Source: an optimization exercise on an open RTL-to-GDS flow (aim: small area). Production flows keep margins and buffers that such runs may drop.
The RTL was checked by simulation tests, not by an equivalence proof against the original design.

**flow/design.v**
```verilog
`timescale 1ns / 1ns
module counter(
	clk,
	reset,
	counter
);
input clk, reset;
output reg [5:0] counter;
always @(posedge clk) begin
	if(reset)
		counter <= 6'd0;
	else
		counter <= counter + 6'd1;
end
endmodule
`timescale 1ns / 1ns
module sobel(
	a,
	b,
	out
);
input  [10:0] a, b;	 
output [7:0] out;
wire sat_a = a[10] ? (~&a[9:7] | ~|a[6:0]) : |a[9:7];
wire sat_b = b[10] ? (~&b[9:7] | ~|b[6:0]) : |b[9:7];
wire [6:0] mag_a = a[10] ? 7'd0 - a[6:0] : a[6:0];
wire [6:0] mag_b = b[10] ? 7'd0 - b[6:0] : b[6:0];
wire [6:0] mx = (mag_a > mag_b) ? mag_a : mag_b;
assign out = (sat_a | sat_b) ? 8'hff : {mx, 1'b0};
endmodule
`timescale 1ns / 1ns
module Top(
	clk,
	data_in,
	data_out,
	element,
	outmatrix
);
input clk, data_in, data_out;
input [7:0] element;
output reg [7:0] outmatrix;
wire [5:0] Wadr, Radr;
counter countin(
	.clk(clk),
	.reset(!data_in),
	.counter(Wadr)
);
counter countout(
	.clk(clk),
	.reset(!data_out),
	.counter(Radr)
);
reg [7:0] px [1:9];
wire [9:0] q0 = element + px[1] + px[8] + px[9];
reg [9:0] qs [1:9];
integer k;
always @(posedge clk) begin
	px[1] <= element;
	qs[1] <= q0;
	for (k = 2; k <= 9; k = k + 1) begin
		px[k] <= px[k-1];
		qs[k] <= qs[k-1];
	end
end
wire [10:0] a = {1'b0, qs[8]} - {1'b0, qs[1]};
wire [10:0] b = {1'b0, q0} - {1'b0, qs[9]};
wire [7:0] res;
sobel Sobel(
	.a(a),
	.b(b),
	.out(res)
);
wire ins = data_in & (|Wadr[5:4]) & (|Wadr[2:1]);
wire [2:0] wrow = Wadr[5:3];
reg [7:0] ring [0:35];
always @(posedge clk) begin
	ring[0] <= ring[35];
	for (k = 1; k < 36; k = k + 1)
		if (ins && k[0] == 1'b0 && k[5:1] == wrow - 3'd1)
			ring[k] <= res;
		else
			ring[k] <= ring[k-1];
end
reg [2:0] ph_hi, ph_lo;
always @(posedge clk) begin
	if (data_in) begin
		ph_hi <= 3'd1;
		ph_lo <= 3'd5;
	end else if (ph_lo >= 3'd5) begin
		ph_lo <= 3'd0;
		ph_hi <= (ph_hi >= 3'd5) ? 3'd0 : ph_hi + 3'd1;
	end else
		ph_lo <= ph_lo + 3'd1;
end
wire [2:0] rrow = Radr[5:3];
wire [2:0] rcol = Radr[2:0];
wire border = (rrow == 3'd0) | (rrow == 3'd7) | (rcol == 3'd0) | (rcol == 3'd7);
wire [3:0] lo_d = {1'b0, ph_lo} - {1'b0, rcol - 3'd1};
wire borrow = lo_d[3];
wire [2:0] pos_lo = borrow ? lo_d[2:0] + 3'd6 : lo_d[2:0];
wire [3:0] hi_d = {1'b0, ph_hi} - {1'b0, rrow - 3'd1} - {3'd0, borrow};
wire [2:0] pos_hi = hi_d[3] ? hi_d[2:0] + 3'd6 : hi_d[2:0];
reg [7:0] col_sel [0:5];
integer g;
always @(*) begin
	for (g = 0; g < 6; g = g + 1)
		case (pos_lo)
			3'd0: col_sel[g] = ring[6*g];
			3'd1: col_sel[g] = ring[6*g+1];
			3'd2: col_sel[g] = ring[6*g+2];
			3'd3: col_sel[g] = ring[6*g+3];
			3'd4: col_sel[g] = ring[6*g+4];
			default: col_sel[g] = ring[6*g+5];
		endcase
end
reg [7:0] rd;
always @(*) begin
	case (pos_hi)
		3'd0: rd = col_sel[0];
		3'd1: rd = col_sel[1];
		3'd2: rd = col_sel[2];
		3'd3: rd = col_sel[3];
		3'd4: rd = col_sel[4];
		default: rd = col_sel[5];
	endcase
end
always @(posedge clk)
	if (data_out)
		outmatrix <= border ? 8'd0 : rd;
endmodule
```
**flow/run.sh**
```bash
#!/bin/bash
# synth_recipe.tcl (not shown) runs the flow's synth.tcl, then flattens the netlist and writes it again
# the make line also repeats each setting of config.mk as NAME=value (left out here)
make -C /OpenROAD-flow-scripts/flow DESIGN_CONFIG=/design/flow/config.mk WORK_HOME=/design/flow/orfs CLKGATE_MAP_FILE= SYNTH_SCRIPT=/design/flow/synth_recipe.tcl finish
```
**flow/config.mk**
```make
export PLATFORM = sky130hd
export DESIGN_NAME = Top
export DESIGN_NICKNAME = Top
export VERILOG_FILES = /design/flow/design.v
export SDC_FILE = /design/flow/constraint.sdc
export NUM_CORES = 4
export LEC_CHECK = 0
export CAP_MARGIN = 20
export CORE_MARGIN = 2
export CORE_UTILIZATION = 40
export SLEW_MARGIN = 20
```
**flow/constraint.sdc**
```tcl
create_clock -name core_clock -period 6.0 [get_ports {clk}]
set_input_delay 1.2000 -clock core_clock [delete_from_list [all_inputs] [get_ports {clk}]]
set_output_delay 1.2000 -clock core_clock [all_outputs]
set_load 0.01 [all_outputs]
```
==> results of run 1 <==
## synthesized netlist by cell type, drive strengths merged (7+ instances only)
cell	n	area, um2
xor2	17	149
a2bb2oi	10	100
nor2b	14	87.6
inv	93	349
o31a	8	70.1
or2	8	50.1
xnor2	21	184
o21a	7	52.6
and2	14	87.6
buf	22	103
a21oi	49	245
mux2i	40	419
o2bb2ai	25	219
a222oi	9	90.1
edfxtp	8	240
nor2	61	231
a22o	23	201
ha	57	713
a211oi	30	230
nand3	23	115
nand2	94	355
o22ai	22	138
a31oi	40	250
nor4	7	50.1
o21ai	55	275
a21o	14	105
nor3	17	85.1
o211ai	19	148
clkbuf	37	139
dfxtp	468	9370
fa	21	420
or3	7	43.8
a22oi	24	180
## per-layer routing
| layer | vias to the layer above | global-route usage, % | part of all wire, % |
|---|---|---|---|
| met5 | - | 0 | 0 |
| met4 | 0 | 8.16 | 3.5 |
| met3 | 86 | 3.19 | 4.8 |
| li1 | 5427 | - | - |
| met2 | 254 | 30.5 | 47 |
| met1 | 5370 | 22.6 | 45 |
## critical path, stage by stage
cell and delay [ns]:
dlygate4sd2_1 0.24, inv_1 0.06, fa_1 0.43, fa_1 0.56, inv_2 0.05, ha_4 0.28
a21oi_4 0.06, o21bai_1 0.20, a21oi_2 0.08, o21bai_1 0.16, a21oi_1 0.10, xnor2_1 0.15
ha_1 0.37, nand3_4 0.09, a211oi_4 0.30, nor2_4 0.10, o21a_1 0.12, xor2_1 0.16
inv_1 0.10, ha_4 0.27, and4_4 0.25, nand2_1 0.06, nor2_1 0.10, a31oi_1 0.08
a211oi_1 0.22, nand4b_4 0.28, mux2i_4 0.37, o211ai_1 0.14
## cells by family (layout without fill, tap and decap cells)
family          count (synthesis)  after routing  share of synthesized area, %
compound gates                390            390                          17.1
xor+xnor                       38             38                          2.03
fa+ha+maj                      79             79                          6.97
buf+inv                       153            294                          3.62
flops                         476            476                          58.6
mux                            49             49                          3.40
simple gates                  276            276                          8.30
## how the worst max path moves through the flow
stage | endpoint | cells after the start
after floorplan | ring[2][1] | 30
after global placement | ring[2][5] | 31
after detailed placement | ring[2][5] | 31
after CTS | ring[2][6] | 31
after global routing | ring[2][6] | 31
final | ring[2][6] | 28
## registers in the layout, indices dropped and copies added (netlist names)
| name | cells |
|---|---|
| countin.counter | 6 |
| outmatrix | 8 |
| ph_hi | 3 |
| ring | 288 |
| px | 72 |
| ph_lo | 3 |
| qs | 90 |
| countout.counter | 6 |
## through the flow
| step | setup WS (ns) | cell area (um2) | hold slack, ns | std cells | TNS [ns] |
|---|---|---|---|---|---|
| 2_1_floorplan | -0.610 | 16500 | 0.310 | 1461 | -22.11 |
| 3_3_place_gp | -1.42 | 17900 | 0.310 | 2038 | -59.43 |
| 3_5_place_dp | -1.51 | 17900 | 0.312 | 2038 | -63.46 |
| 4_1_cts | -0.221 | 19700 | 0.313 | 2131 | -4.54 |
| 5_1_grt | -0.506 | 19800 | 0.318 | 2134 | -16.15 |
| 6_report | -0.178 | 19800 | 0.317 | 2134 | -3.45 |
## timing repair
item / 4_1_cts / 5_1_grt
buffers inserted: 3 / 2
pin swaps: 42 / 10
gates resized for setup: 30 / 8
endpoints found under the setup margin: 42 / 42
## layout make-up
type / instances / area share [%]
Clock inverter: 20 / 1.50
Tap cell: 532 / 3.36
Inverter: 94 / 1.82
Multi-Input combinational cell: 832 / 33.0
Timing Repair Buffer: 110 / 4.56
Clock buffer: 70 / 7.21
Sequential cell: 476 / 48.5
==> results.toml, run 1 <==
[outcome]
status = "complete, but fails checks"
so_faults = "setup timing"

[floorplan]
die_y_um = 207
die_w_um = 207
start_util_pct = 40.4
core_region_area_um2 = 40600
pin_count = 19
row_count = 74
die_area_um2 = 42700

[global_routing]
grt_max_degree = 40
grt_pass1_wl_mm = 60.4
grt_usage_pct = 18.1
grt_pass1_vias = 11400
grt.overflow.total = 0
antenna_found_initial = 0

[logic_synthesis]
syn_nets = 1550
synth_area_per_cell_um2 = 11.2
ys_warn_count = 6
synthDistinctLibCells = 85
synth_area_um2 = 16400
ys_ff_latch = 476
ys_seq_area_share_pct = 58.6
synth_edf_count = 8
syn_inst = 1461
synth_flop_cell = "dfxtp_1"
async_reset_ff_share_pct = 0

[clocking]
cts_buffers = 49
insertion_delay_ns = 0.60
path_clk_slew_ns = 0.07
cts.sinks = 476
cts_tree = "yes"
cts_buffer_depth = 3
postCtsHoldBufs = 0
h-tree-depth = 2
cts_root_buf = "clkbuf_16"

[worst_setup_path]
crit_required_ns = 6.42
setup.worst_path.class = "in -> reg"
cp_max_fo = 6
endpoint_kind = "register"
r2r-start = "px[8][1]"
r2r_slack_ns = 0.15
crit_start = "element[3]"
start_kind = "primary input"
worstPathArrival_ns = 6.60
reg2regPathDepth = 30
rr_endpoint = "ring[2][6]"

[min_path]
hold_path.class = "reg -> reg"
holdPathEnd = "qs[7][6]"
hp-start = "qs[6][6]"
holdPathStages = 0

[sta]
fin_skew_ns = 0.0277
relSlewSlack_pct = 33.0
fin_ws_ns = -0.178
finalSetupViolations = 30
report.final.slew_viol_count = 0
hold_viol = 0
rsz0062_at_grt = "true"
fin_crit_sh_pct = 103
fmaxAchievable_mhz = 162
layout_min_cycle_time_ns = 6.18
tightest_slew_ns = 0.997

[detailed_routing]
ant_nets = 0
num_vias = 11100
drc = 0
wl_mm = 37.1
viasPerCell = 5.22
drtIter0Drc = 645
drt_first_pass_iters = 6
wire_per_inst_um = 17.4

[cells_and_area]
fillers = 3639
layout.nets = 1652
utilization_pct = 48.7
area.growth.synth_to_final_pct = 20.7
final_common_cell = "dfxtp_1"
drive_gt1_share_pct = 15.5
final_cell_mix = "dfxtp_1 (468), nand2_1 (93), inv_1 (89)"
seqCellArea_um2 = 9610
multiInputGateArea_um2 = 6530
antenna_cells = 0

[place]
gp_congestion = 0.852
port_buffers = 18
hpwl_mm = 25.2

[job]
drv_cap = 0
==> run 2, diff against run 1 <==
==> flow/design.v (replaced) <==
`timescale 1ns / 1ns
module counter(
	clk,
	reset,
	counter
);
input clk, reset;
output reg [5:0] counter;
always @(posedge clk) begin
	if(reset)
		counter <= 6'd0;
	else
		counter <= counter + 6'd1;
end
endmodule
`timescale 1ns / 1ns
module sobel(
	a,
	b,
	out
);
input  [10:0] a, b;	 
output [7:0] out;
wire sat_a = a[10] ? (~&a[9:7] | ~|a[6:0]) : |a[9:7];
wire sat_b = b[10] ? (~&b[9:7] | ~|b[6:0]) : |b[9:7];
wire [6:0] mag_a = a[10] ? 7'd0 - a[6:0] : a[6:0];
wire [6:0] mag_b = b[10] ? 7'd0 - b[6:0] : b[6:0];
wire [6:0] mx = (mag_a > mag_b) ? mag_a : mag_b;
assign out = (sat_a | sat_b) ? 8'hff : {mx, 1'b0};
endmodule
`timescale 1ns / 1ns
module Top(
	clk,
	data_in,
	data_out,
	element,
	outmatrix
);
input clk, data_in, data_out;
input [7:0] element;
output reg [7:0] outmatrix;
wire [5:0] Wadr, Radr;
reg loading;	 
always @(posedge clk)
	loading <= data_in;
counter countin(
	.clk(clk),
	.reset(!loading),
	.counter(Wadr)
);
counter countout(
	.clk(clk),
	.reset(!data_out),
	.counter(Radr)
);
reg [7:0] px [1:9];
reg [9:0] qs [1:10];
integer k;
always @(posedge clk) begin
	px[1] <= element;
	qs[1] <= element + px[1] + px[8] + px[9];
	for (k = 2; k <= 9; k = k + 1)
		px[k] <= px[k-1];
	for (k = 2; k <= 10; k = k + 1)
		qs[k] <= qs[k-1];
end
wire [10:0] a = {1'b0, qs[9]} - {1'b0, qs[2]};
wire [10:0] b = {1'b0, qs[1]} - {1'b0, qs[10]};
wire [7:0] res;
sobel Sobel(
	.a(a),
	.b(b),
	.out(res)
);
wire ins = loading & (|Wadr[5:4]) & (|Wadr[2:1]);
wire [2:0] wrow = Wadr[5:3];
reg [7:0] ring [0:35];
integer r;
always @(posedge clk)
	for (r = 0; r < 6; r = r + 1) begin
		ring[6*r] <= (ins && wrow == r + 2) ? res : ring[6*r+5];
		for (k = 1; k < 6; k = k + 1)
			ring[6*r+k] <= ring[6*r+k-1];
	end
reg [2:0] ph, burst_ph;
wire [2:0] ph_next = data_in ? 3'd5 : (ph == 3'd5) ? 3'd0 : ph + 3'd1;
always @(posedge clk) begin
	ph <= ph_next;
	if (!data_out)
		burst_ph <= ph_next;
end
wire [2:0] rrow = Radr[5:3];
wire [2:0] rcol = Radr[2:0];
wire border = (rrow == 3'd0) | (rrow == 3'd7) | (rcol == 3'd0) | (rcol == 3'd7);
reg [7:0] rd;
integer g;
always @(*) begin
	rd = 8'd0;
	for (g = 0; g < 36; g = g + 1)
		if (rrow == g / 6 + 1 && burst_ph == g % 6)
			rd = ring[g];
end
always @(posedge clk)
	if (data_out)
		outmatrix <= border ? 8'd0 : rd;
endmodule
==> run 2 against run 1 <==
Largest cell class unchanged. Worst hold slack worse by 0.011 ns. Clock skew is 0.0012 ns higher. Count of clock-buffer cells in the layout is 9 lower. Non-clock buffer count is 62 lower. Now clean on timing, DRC and antenna. Routed wire length is 11% higher. Via count is 0.41% lower. Critical path depth is 10 lower. Maximum frequency is 28% higher. Final area is 5.1% lower. Global-route usage is 1.7 points higher.
==> results.toml, run 2 <==
[outcome]
status = "complete, no violations"

[sta]
fmaxAchievable_mhz = 207
finalSetupViolations = 0
tns_ns = 0
rsz0062_at_grt = "false"
relSlewSlack_pct = 34.5
tightest_slew_ns = 0.983
layout_min_cycle_time_ns = 4.83
fin_crit_sh_pct = 80.4
fin_skew_ns = 0.0288
hold_viol = 0
report.final.slew_viol_count = 0
fin_hold_ws_ns = 0.306

[logic_synthesis]
synthAdderAreaFrac_pct = 5.44
syn_nets = 1543
synth_flop_cell = "dfxtp_1"
synth_top_area_cell = "dfxtp_1"
synth_area_per_cell_um2 = 11.1
synth_area_um2 = 16300
synthMuxAreaShare_pct = 2.46
ys_ff_latch = 487
synth_compound_area_share_pct = 15.5
synth-xor-area-share_pct = 1.94
yosys.area_share.simple_pct = 11.4
syn_inst = 1472
synthTopCellsByArea = "dfxtp_1 (59%), nor2_1 (3.3%), ha_1 (3.2%)"
synth_edf_count = 11
async_reset_ff_share_pct = 0
synth_top_family_by_area = "compound AO/OA/AOI/OAI gates"
synthDistinctLibCells = 91
synth_top_area_share_pct = 58.6
ys_seq_area_share_pct = 60.6
ys_warn_count = 5
synth.most_common_cell = "dfxtp_1"
ys_top_cells_by_count = "dfxtp_1 (476), nor2_1 (144), a21oi_1 (100)"

[clocking]
cts_buffer_depth = 3
cts_buffers = 48
h-tree-depth = 2
insertion_delay_ns = 0.58
cts_tree = "yes"
ctsResizeCount = 0
cts.sinks = 487
postCtsSetupBuffers = 0
postCtsHoldBufs = 0
path_clk_slew_ns = 0.07
cts_root_buf = "clkbuf_16"

[place]
port_buffers = 18
gp_congestion = 0.874
hpwl_mm = 27.8

[global_routing]
antenna_found_initial = 0
grt_pass1_vias = 11100
grt_usage_pct = 19.8
grt_max_degree = 33
grt_pass1_wl_mm = 63.9
grt.overflow.total = 0

[floorplan]
core_region_area_um2 = 39900
die_area_um2 = 42300
pin_count = 19
row_count = 73
die_w_um = 206
start_util_pct = 40.8
die_y_um = 206

[worst_setup_path]
worstSetupPathDepth = 18
endpoint = "ring[30][1]"
endpoint_kind = "register"
cpMaxStageDelayCell = "o22ai_1"
worstPathArrival_ns = 5.26
cp_max_fo = 10
r2r-start = "qs[1][0]"
crit_path_max_incr_delay_ns = 0.68
crit_required_ns = 6.44
reg2regPathDepth = 18
crit_family = "compound AO/OA/AOI/OAI gates"
path_cells = "inv_1, ha_1, fa_1, nand2b_1, a2111oi_2, o22a_2, a21o_1, a21oi_1, xnor2_1, inv_1, ha_1, nor2b_1, o21ai_0, o21ai_0, o22ai_1, mux2i_1, nor3_4, a21oi_1"
rr_endpoint = "ring[30][1]"
crit_start = "qs[1][0]"
start_kind = "register"
r2r_slack_ns = 1.17
crit_buf_inv = 2
setup.worst_path.class = "reg -> reg"

[cells_and_area]
top_regs = "ring (288), qs (100), px (72)"
final_cell_mix = "dfxtp_1 (476), nor2_1 (143), a21oi_1 (100)"
regMostFlops = "ring"
final_common_cell = "dfxtp_1"
antenna_cells = 0
largest_reg_flops = 288
layout.nets = 1582
area.growth.synth_to_final_pct = 15.5
drive_gt1_share_pct = 10.0

[detailed_routing]
wire_per_inst_um = 19.9
viasPerCell = 5.35
drt_first_pass_iters = 5
drc = 0
num_vias = 11100
ant_nets = 0
wl_mm = 41.2
drtIter0Drc = 948

[min_path]
hp-start = "qs[8][7]"
hold_path.class = "reg -> reg"

[job]
drv_cap = 0
-- run 2: cell types whose count changed after synthesis, moves of 18 or more --
cell       delta
a31oi_1      -19
o2bb2ai_1    -22
o21ai_0      +31
inv_1        -45
a21oi_1      +51
a22o_1       -18
nor2_1       +84
-- run 2: cell type report --
cell class                      count  area [um2]
Fill cell                        3640       21100
Sequential cell                   487        9860
Multi-Input combinational cell    876        5990
Clock buffer                       61        1350
Tap cell                          525         657
Timing Repair Buffer               48         405
Clock inverter                     26         338
Inverter                           50         188
-- run 2: stage by stage --
step / setup slack [ns] / std cells / util, % / cell area (um2)
after floorplan: 2.00 / 1472 / - / 16300
after global placement: 1.35 / 1986 / 42.8 / 17100
after detailed placement: 1.29 / 1986 / 42.8 / 17100
after CTS: 1.24 / 2073 / 47.0 / 18800
after global routing: 0.749 / 2073 / 47.1 / 18800
final: 1.17 / 2073 / 47.1 / 18800
-- run 2: worst min path at each step --
stage	end	slack (ns)	cells after the start
floorplan	px[3][0]	0.31	0
detailed placement	px[3][0]	0.31	0
global placement	qs[9][6]	0.31	0
CTS	qs[9][7]	0.30	0
finish	qs[9][7]	0.31	0
global route	ring[3][5]	0.31	0
-- run 2: logic make-up (layout without fill, tap and decap cells) --
kind of cell | after synthesis | count (layout)
flip-flops | 487 | 487
multiplexers | 33 | 33
AO/OA/AOI/OAI | 370 | 370
adder cells (fa/ha/maj) | 60 | 60
buffers and inverters | 109 | 185
XOR/XNOR | 36 | 36
AND/OR/NAND/NOR | 377 | 377
-- run 2: metal layers --
metal,track usage (%),wire [um]
met1,25.8,17900
met2,31.8,18800
met3,3.63,2840
met4,9.22,1680
met5,0,0
==> run 3, diff against run 2 <==
--- a/flow/config.mk
+++ b/flow/config.mk
@@ -5,7 +5,10 @@
 export SDC_FILE = /design/flow/constraint.sdc
 export NUM_CORES = 4
 export LEC_CHECK = 0
+export ABC_AREA = 1
 export CAP_MARGIN = 20
 export CORE_MARGIN = 2
-export CORE_UTILIZATION = 40
+export CORE_UTILIZATION = 65
+export CTS_BUF_LIST = sky130_fd_sc_hd__clkbuf_8
+export CTS_CLUSTER_SIZE = 32
 export SLEW_MARGIN = 20
==> run 3 against run 2 <==
Count of clock-buffer cells in the layout rose by 28. Global-route usage up 5.9 points. Die area shrank 41%. Core utilization up 28 points. Setup slack improved by 0.18 ns. Maximum frequency rose by 3.9%. Critical path type unchanged. Critical endpoint is now ring[6][1].
==> results.toml, run 3 <==
[floorplan]
die_area_um2 = 24900
row_count = 56
die_w_um = 158
die_y_um = 158
pin_count = 19
start_util_pct = 66.0
core_region_area_um2 = 23300

[global_routing]
grt_usage_pct = 25.7
grt_pass1_wl_mm = 49.8
antenna_found_initial = 0
grt.overflow.total = 0
grt_pass1_vias = 10300
grt_max_degree = 16

[cells_and_area]
layout.nets = 1673
top_regs = "ring (288), qs (100), px (72)"
fin_cells = 1975
final_cell_mix = "dfxtp_1 (476), nand2_1 (321), inv_1 (188)"
multiInputGateArea_um2 = 4830
area.growth.synth_to_final_pct = 13.5
antenna_cells = 0
final_common_cell = "dfxtp_1"
fillers = 1676
seqCellArea_um2 = 9860
utilization_pct = 74.9
largest_reg_flops = 288
drive_gt1_share_pct = 12.1
regMostFlops = "ring"

[sta]
report.final.slew_viol_count = 0
tns_ns = 0
fmaxAchievable_mhz = 215
tightest_slew_ns = 0.935
fin_skew_ns = 0.0223
rsz0062_at_grt = "false"
hold_viol = 0
fin_crit_sh_pct = 77.4
finalSetupViolations = 0
relSlewSlack_pct = 37.5
layout_min_cycle_time_ns = 4.64
fin_ws_ns = 1.36

[clocking]
postCtsHoldBufs = 0
ctsResizeCount = 0
path_clk_slew_ns = 0.07
cts_root_buf = "clkbuf_8"
h-tree-depth = 3
cts_buffer_depth = 3
cts_tree = "yes"
cts.sinks = 487
postCtsSetupBuffers = 0
insertion_delay_ns = 0.58
cts_buffers = 73

[detailed_routing]
viasPerCell = 5.08
drc = 0
ant_nets = 0
wl_mm = 30.6
drt_first_pass_iters = 5
drtIter0Drc = 596
num_vias = 10000
wire_per_inst_um = 15.5

[worst_setup_path]
worstPathArrival_ns = 5.10
crit_required_ns = 6.46
endpoint_kind = "register"
crit_start = "qs[1][0]"
start_kind = "register"
r2r-start = "qs[1][0]"
r2r_slack_ns = 1.36
rr_endpoint = "ring[6][1]"
reg2regPathDepth = 26
cp_max_fo = 9
setup.worst_path.class = "reg -> reg"
endpoint = "ring[6][1]"

[logic_synthesis]
synth_flop_cell = "dfxtp_1"
synth_top_area_share_pct = 61.9
synthTopCellsByArea = "dfxtp_1 (62%), nand2_1 (7.8%), inv_1 (4.1%)"
synth_area_per_cell_um2 = 10.2
synthDistinctLibCells = 48
syn_nets = 1585
synth_top_area_cell = "dfxtp_1"
ys_ff_latch = 487
ys_seq_area_share_pct = 64.0
ys_warn_count = 5
synth_area_um2 = 15400
synth.most_common_cell = "dfxtp_1"
async_reset_ff_share_pct = 0
syn_inst = 1514
synth_edf_count = 11
ys_top_cells_by_count = "dfxtp_1 (476), nand2_1 (321), inv_1 (167)"

[place]
gp_congestion = 0.857
hpwl_mm = 20.3
place_ws_ns = 1.38
dp.cells = 1846
port_buffers = 18

[min_path]
hold_path.class = "reg -> reg"

[outcome]
status = "complete, no violations"

[job]
drv_cap = 0
run 3: cell types whose count changed in the layout (fill, tap and decap cells not counted), moves of 24 or more:
cell       delta
nor2_1       -29
buf_4        -24
nand4_1      +45
a21oi_1      -40
clkbuf_16    -49
o21ai_0      -38
nand2_1     +242
o22ai_1      -24
clkbuf_8     +81
inv_1       +140
run 3: per-stage QoR:
step | cell area [um2] | hold WS, ns
finish | 17500 | 0.322
CTS | 17500 | 0.322
global route | 17500 | 0.326
detailed placement | 16000 | 0.312
global placement | 16000 | 0.310
floorplan | 15400 | 0.310
run 3: layout make-up:
class                   instances  share of cell area [%]
clock inverters                40                    1.55
clock buffers                  89                    7.01
inverters                     177                    3.81
repair buffers                 24                    1.29
well taps                     319                    2.28
multi-input cells             839                    27.6
flip-flops and latches        487                    56.4
run 3: worst min path at each step:
stage,startpoint,to,slack [ns],depth (start not counted)
floorplan,px[2][0],px[3][0],0.31,0
global placement,px[5][1],px[6][1],0.31,0
detailed placement,px[5][3],px[6][3],0.31,0
CTS,qs[5][8],qs[6][8],0.32,0
global route,px[6][5],px[7][5],0.33,0
finish,qs[7][6],qs[8][6],0.32,0
run 3: layer usage:
metal  wire, um  global-route usage (%)
met5          0                       0
met4        874                    10.5
met3       1320                    4.54
met2      14800                    43.7
met1      13600                    32.5
run 3: cell families after synthesis:
kind of cell | share of synthesized area, %
simple gates | 16.0
flops | 64.0
buf+inv | 4.67
compound gates | 5.93
fa+ha+maj | 5.75
xor+xnor | 1.65
mux | 2.00
run 3: critical path: stages (launching register included):
cell     delay (ns)
dfxtp_1        0.32
inv_1          0.04
ha_1           0.21
fa_1           0.42
o31ai_2        0.33
a21o_1         0.17
a21oi_2        0.06
nor2_1         0.12
o21ai_2        0.07
nand2_1        0.06
nand2_1        0.06
nand2_1        0.10
a21oi_4        0.09
inv_2          0.08
or2_1          0.11
xor2_1         0.14
inv_1          0.08
ha_1           0.29
nand2_1        0.07
nor2_1         0.14
nand2_1        0.07
a32oi_1        0.45
buf_4          0.28
nand2_1        0.07
o21ai_0        0.20
nand2_1        0.21
mux2_2         0.30
==> run 4, diff against run 3 <==
--- a/flow/config.mk
+++ b/flow/config.mk
@@ -9,6 +9,4 @@
 export CAP_MARGIN = 20
 export CORE_MARGIN = 2
 export CORE_UTILIZATION = 65
-export CTS_BUF_LIST = sky130_fd_sc_hd__clkbuf_8
-export CTS_CLUSTER_SIZE = 32
 export SLEW_MARGIN = 20
==> run 4 against run 3 <==
Still clean on timing, DRC and antenna. Clock skew is 0.0080 ns lower. Sequential share of layout area is 0.29 points lower. Synthesized cell count stayed put. Worst hold slack better by 0.0030 ns. Synthesized area stayed put. Count of clock-buffer cells in the layout is 19 lower. Maximum frequency is 0.80% lower. Final area is 0.52% higher. Critical endpoint is now ring[30][1].
==> results.toml, run 4 <==
[outcome]
status = "complete, no violations"

[logic_synthesis]
syn_inst = 1514
synthDistinctLibCells = 48
synth_edf_count = 11
ys_top_cells_by_count = "dfxtp_1 (476), nand2_1 (321), inv_1 (167)"
ys_seq_area_share_pct = 64.0
synth_flop_cell = "dfxtp_1"
synth_top_area_share_pct = 61.9
synth_area_per_cell_um2 = 10.2
ys_ff_latch = 487
synth.most_common_cell = "dfxtp_1"
syn_nets = 1585
synthTopCellsByArea = "dfxtp_1 (62%), nand2_1 (7.8%), inv_1 (4.1%)"
synth_top_area_cell = "dfxtp_1"
synth_area_um2 = 15400
async_reset_ff_share_pct = 0
ys_warn_count = 5

[sta]
fmaxAchievable_mhz = 214
rsz0062_at_grt = "false"
fin_crit_sh_pct = 78.0
tns_ns = 0
fin_skew_ns = 0.0143
hold_viol = 0
layout_min_cycle_time_ns = 4.68
report.final.slew_viol_count = 0
finalSetupViolations = 0
relSlewSlack_pct = 23.2
tightest_slew_ns = 1.14

[clocking]
path_clk_slew_ns = 0.06
cts_root_buf = "clkbuf_16"
h-tree-depth = 2
ctsResizeCount = 0
cts_tree = "yes"
cts_buffer_depth = 3
insertion_delay_ns = 0.54
postCtsHoldBufs = 0
cts_buffers = 46
cts.sinks = 487
postCtsSetupBuffers = 0

[global_routing]
grt.overflow.total = 0
grt_max_degree = 17
met3_usage_pct = 3.78
grt_util_met2_pct = 44.5
grt_usage_pct = 25.7
antenna_found_initial = 0
top_usage_layer = "met2"
grtUsageMet1_pct = 33.3
grt_pass1_wl_mm = 49.7
grt_pass1_vias = 9874

[worst_setup_path]
cpMostUsedCell = "nand2_1"
cpMaxStageDelayCell = "a32oi_1"
reg2regPathDepth = 26
crit_family = "compound AO/OA/AOI/OAI gates"
cp_max_fo = 9
r2r_slack_ns = 1.32
start_kind = "register"
r2r-start = "qs[1][0]"
crit_path_max_incr_delay_ns = 0.47
worstPathArrival_ns = 5.11
crit_required_ns = 6.43
crit_start = "qs[1][0]"
worstSetupPathDepth = 26
rr_endpoint = "ring[30][1]"
setup.worst_path.class = "reg -> reg"
endpoint = "ring[30][1]"
endpoint_kind = "register"
crit_buf_inv = 4

[cells_and_area]
layout.nets = 1646
fin_cells = 1931
drive_gt1_share_pct = 10.2
final_cell_mix = "dfxtp_1 (476), nand2_1 (321), inv_1 (167)"
regMostFlops = "ring"
area.growth.synth_to_final_pct = 14.1
antenna_cells = 0
final_common_cell = "dfxtp_1"
multiInputGateArea_um2 = 4820
seqCellArea_um2 = 9860
largest_reg_flops = 288
fillers = 1635
top_regs = "ring (288), qs (100), px (72)"

[floorplan]
pin_count = 19
start_util_pct = 66.0
die_y_um = 158
row_count = 56
die_area_um2 = 24900
core_region_area_um2 = 23300
die_w_um = 158

[detailed_routing]
wl_mm = 30.6
ant_nets = 0
drt_first_pass_iters = 5
viasPerCell = 5.06
num_vias = 9769
wire_per_inst_um = 15.8
drc = 0
drtIter0Drc = 546

[place]
port_buffers = 18
dp.cells = 1846
hpwl_mm = 20.3
gp_congestion = 0.857

[min_path]
hold_path.class = "reg -> reg"

[job]
drv_cap = 0
==> run 4: cell counts after synthesis <==
No cell type changed its count.
==> run 4: cell type report <==
cell class	instances	area share [%]
Tap cell	319	2.27
Sequential cell	487	56.1
Inverter	177	3.79
Clock buffer	70	7.94
Clock inverter	15	1.13
Multi-Input combinational cell	839	27.5
Timing Repair Buffer	24	1.28
==> run 4: worst min path at each step <==
stage / from / endpoint / slack, ns / depth (start not counted)
final: px[7][2] / px[8][2] / 0.33 / 0
after global routing: px[7][2] / px[8][2] / 0.33 / 0
after CTS: px[7][2] / px[8][2] / 0.33 / 0
after detailed placement: px[5][3] / px[6][3] / 0.31 / 0
after global placement: px[5][1] / px[6][1] / 0.31 / 0
after floorplan: px[2][0] / px[3][0] / 0.31 / 0
==> run 4: cell families (layout without fill, tap and decap cells) <==
logic type,Yosys count,count (layout),synth area share (%)
AO/OA/AOI/OAI,148,148,5.93
XOR/XNOR,29,29,1.65
adder cells (fa/ha/maj),60,60,5.75
buffers and inverters,188,286,4.67
flip-flops,487,487,64.0
multiplexers,27,27,2.00
AND/OR/NAND/NOR,575,575,16.0
==> run 4: metrics by stage <==
stage	worst slack, ns	util, %	hold WS, ns	area, um2
5_1_grt	0.878	75.3	0.327	17600
6_report	1.32	75.3	0.325	17600
4_1_cts	1.31	75.3	0.326	17600
3_5_place_dp	1.38	68.5	0.312	16000
3_3_place_gp	1.47	68.5	0.310	16000
2_1_floorplan	2.18	-	0.310	15400
==> run 4: routing by layer <==
layer	routed length (um)	vias up
met3	1070	58
met2	14800	171
met4	780	0
met5	0	-
met1	13900	4565
li1	-	4975
==> run 5, diff against run 4 <==
--- a/flow/config.mk
+++ b/flow/config.mk
@@ -9,4 +9,7 @@
 export CAP_MARGIN = 20
 export CORE_MARGIN = 2
 export CORE_UTILIZATION = 65
+export CTS_BUF_LIST = sky130_fd_sc_hd__clkbuf_16
+export CTS_CLUSTER_DIAMETER = 100
+export CTS_CLUSTER_SIZE = 24
 export SLEW_MARGIN = 20
==> run 5 against run 4 <==
Still clean. Die area unchanged. Register-to-register slack improved by 0.05 ns. Sequential cell count stayed put. Synthesized cell count is the same. Sequential share of layout area grew 3.1 points. Clock skew rose by 0.0081 ns. Routed wire length shrank 3.7%. Setup slack gained 0.054 ns. Synthesized area unchanged. First-iteration DRC count shrank 0.55%. Critical path type unchanged.
==> results.toml, run 5 <==
[global_routing]
grt_pass1_wl_mm = 48.2
grt_max_degree = 26
grt_usage_pct = 24.7
grt_pass1_vias = 9578
grt.overflow.total = 0
antenna_found_initial = 0

[clocking]
postCtsSetupBuffers = 0
cts.sinks = 487
h-tree-depth = 1
ctsResizeCount = 0
path_clk_slew_ns = 0.10
postCtsHoldBufs = 0
cts_tree = "yes"
cts_buffer_depth = 3
cts_buffers = 24
insertion_delay_ns = 0.55
cts_root_buf = "clkbuf_16"

[worst_setup_path]
cp_max_fo = 9
r2r_slack_ns = 1.37
setup.worst_path.class = "reg -> reg"
rr_endpoint = "ring[30][1]"
r2r-start = "qs[1][0]"
endpoint_kind = "register"
reg2regPathDepth = 26
crit_required_ns = 6.44
worstPathArrival_ns = 5.06
crit_start = "qs[1][0]"
start_kind = "register"

[logic_synthesis]
async_reset_ff_share_pct = 0
syn_nets = 1585
synthTopCellsByArea = "dfxtp_1 (62%), nand2_1 (7.8%), inv_1 (4.1%)"
synth.most_common_cell = "dfxtp_1"
synth_top_area_cell = "dfxtp_1"
synth_area_um2 = 15400
synth_edf_count = 11
ys_top_cells_by_count = "dfxtp_1 (476), nand2_1 (321), inv_1 (167)"
synth_flop_cell = "dfxtp_1"
synth_area_per_cell_um2 = 10.2
syn_inst = 1514
ys_seq_area_share_pct = 64.0
synth_top_area_share_pct = 61.9
ys_warn_count = 5
ys_ff_latch = 487
synthDistinctLibCells = 48

[min_path]
holdPathEnd = "qs[9][5]"
hp-start = "qs[8][5]"
hold_path.class = "reg -> reg"
holdPathStages = 0

[cells_and_area]
layout.nets = 1624
regMostFlops = "ring"
drive_gt1_share_pct = 7.57
final_cell_mix = "dfxtp_1 (476), nand2_1 (321), inv_1 (172)"
largest_reg_flops = 288
antenna_cells = 0
area.growth.synth_to_final_pct = 8.02
top_regs = "ring (288), qs (100), px (72)"
final_common_cell = "dfxtp_1"

[sta]
tightest_slew_ns = 1.12
report.final.slew_viol_count = 0
tns_ns = 0
fin_crit_sh_pct = 77.1
fin_skew_ns = 0.0224
hold_viol = 0
rsz0062_at_grt = "false"
relSlewSlack_pct = 25.1
fin_hold_ws_ns = 0.316
fmaxAchievable_mhz = 216
finalSetupViolations = 0
layout_min_cycle_time_ns = 4.63

[detailed_routing]
wl_mm = 29.4
viasPerCell = 5.10
wire_per_inst_um = 15.7
drtIter0Drc = 543
drc = 0
ant_nets = 0
num_vias = 9578
drt_first_pass_iters = 5

[floorplan]
pin_count = 19
die_y_um = 158
die_w_um = 158
core_region_area_um2 = 23300
die_area_um2 = 24900
start_util_pct = 66.0
row_count = 56

[job]
drv_cap = 0

[outcome]
status = "complete, no violations"

[place]
hpwl_mm = 20.3
port_buffers = 18
gp_congestion = 0.857
[run 5: cell counts after synthesis]
Identical to the previous run, type by type.
[run 5: cells by family after synthesis]
| logic type | count (synthesis) | share of synthesized area (%) |
|---|---|---|
| muxes | 27 | 2.00 |
| adders and majority gates | 60 | 5.75 |
| DFF | 487 | 64.0 |
| and+or+nand+nor | 575 | 16.0 |
| xor gates and xnor gates | 29 | 1.65 |
| buffers and inverters | 188 | 4.67 |
| AOI/OAI and AO/OA | 148 | 5.93 |
[run 5: cell type report]
type                       instances  area, um2
fill                            1759       6700
tap                              319        399
clock buffer                      25        626
timing repair buffer              24        225
clock inverter                     6       38.8
multi-input combinational        839       4820
inverter                         177        666
sequential                       487       9860
[run 5: how the worst max path moves through the flow]
stage | endpoint | slack, ns | cells past startpoint
after floorplan | ring[0][3] | 2.18 | 24
after global placement | ring[6][2] | 1.47 | 26
after detailed placement | ring[30][1] | 1.38 | 26
after CTS | ring[30][1] | 1.36 | 26
after global routing | ring[30][1] | 0.96 | 26
final | ring[30][1] | 1.37 | 26
[run 5: worst max-delay path, cell delays in order (launching register included)]
cell	delay, ns
dfxtp_1	0.33
inv_1	0.04
ha_1	0.21
fa_1	0.42
o31ai_2	0.33
a21o_1	0.17
a21oi_2	0.06
nor2_1	0.11
o21ai_2	0.07
nand2_1	0.06
nand2_1	0.06
nand2_1	0.10
a21oi_4	0.09
inv_2	0.08
or2_1	0.11
xor2_1	0.14
inv_1	0.08
ha_1	0.29
nand2_1	0.08
nor2_1	0.14
nand2_1	0.07
a32oi_1	0.45
buf_4	0.28
nand2_1	0.07
o21ai_0	0.19
nand2_1	0.20
mux2_2	0.30
[run 5: routing by layer]
metal / routed length, um / GRT usage, % / vias to the layer above
li1: - / - / 4898
met3: 1050 / 3.20 / 57
met2: 14000 / 42.8 / 152
met1: 13600 / 32.9 / 4471
met4: 830 / 6.86 / 0
met5: 0 / 0 / -
[run 5: per-stage QoR]
step                setup slack, ns  area (um2)  cells  utilization, %
finish                         1.37       16600   1877            71.3
detailed placement             1.38       16000   1846            68.5
global placement               1.47       16000   1846            68.5
floorplan                      2.18       15400   1514               -
global route                  0.956       16600   1877            71.3
CTS                            1.36       16600   1877            71.3

[static timing again, ports no longer ideal]
In the flow no input, the clock included, has a driving cell. The finished layouts below were timed again as built, in two steps. Step 1 (the two cells are an assumption about what drives the block):
set clk [get_ports {clk}]
set_driving_cell -lib_cell sky130_fd_sc_hd__clkbuf_16 $clk
set_driving_cell -lib_cell sky130_fd_sc_hd__buf_2 [delete_from_list [all_inputs] $clk]
Step 2 also shifts input and output timing later by t, the mid clock arrival at the registers, as if the neighbouring blocks saw the same clock. a / b / c = ideal ports / drivers / drivers and shift; a / b = the first two.
run	t (ns)	setup WS [ns]	hold slack, ns	worst setup path after step 2	worst register clock-pin slew, ns
run 1	0.639	-0.178 / -0.148 / -0.787	0.317 / 0.317 / 0.317	input to register	0.07 / 0.07
run 2	0.623	1.175 / 1.175 / 1.175	0.306 / 0.306 / 0.306	register to register	0.07 / 0.07
run 3	0.613	1.357 / 1.357 / 1.357	0.322 / 0.322 / 0.322	register to register	0.07 / 0.07
run 4	0.585	1.320 / 1.320 / 1.320	0.325 / 0.325 / 0.325	register to register	0.07 / 0.07
run 5	0.586	1.374 / 1.374 / 1.374	0.316 / 0.316 / 0.316	register to register	0.10 / 0.10
For run 1, which loses most, drivers alone change the setup slack by +0.030 ns; drivers and shift together by -0.609 ns.
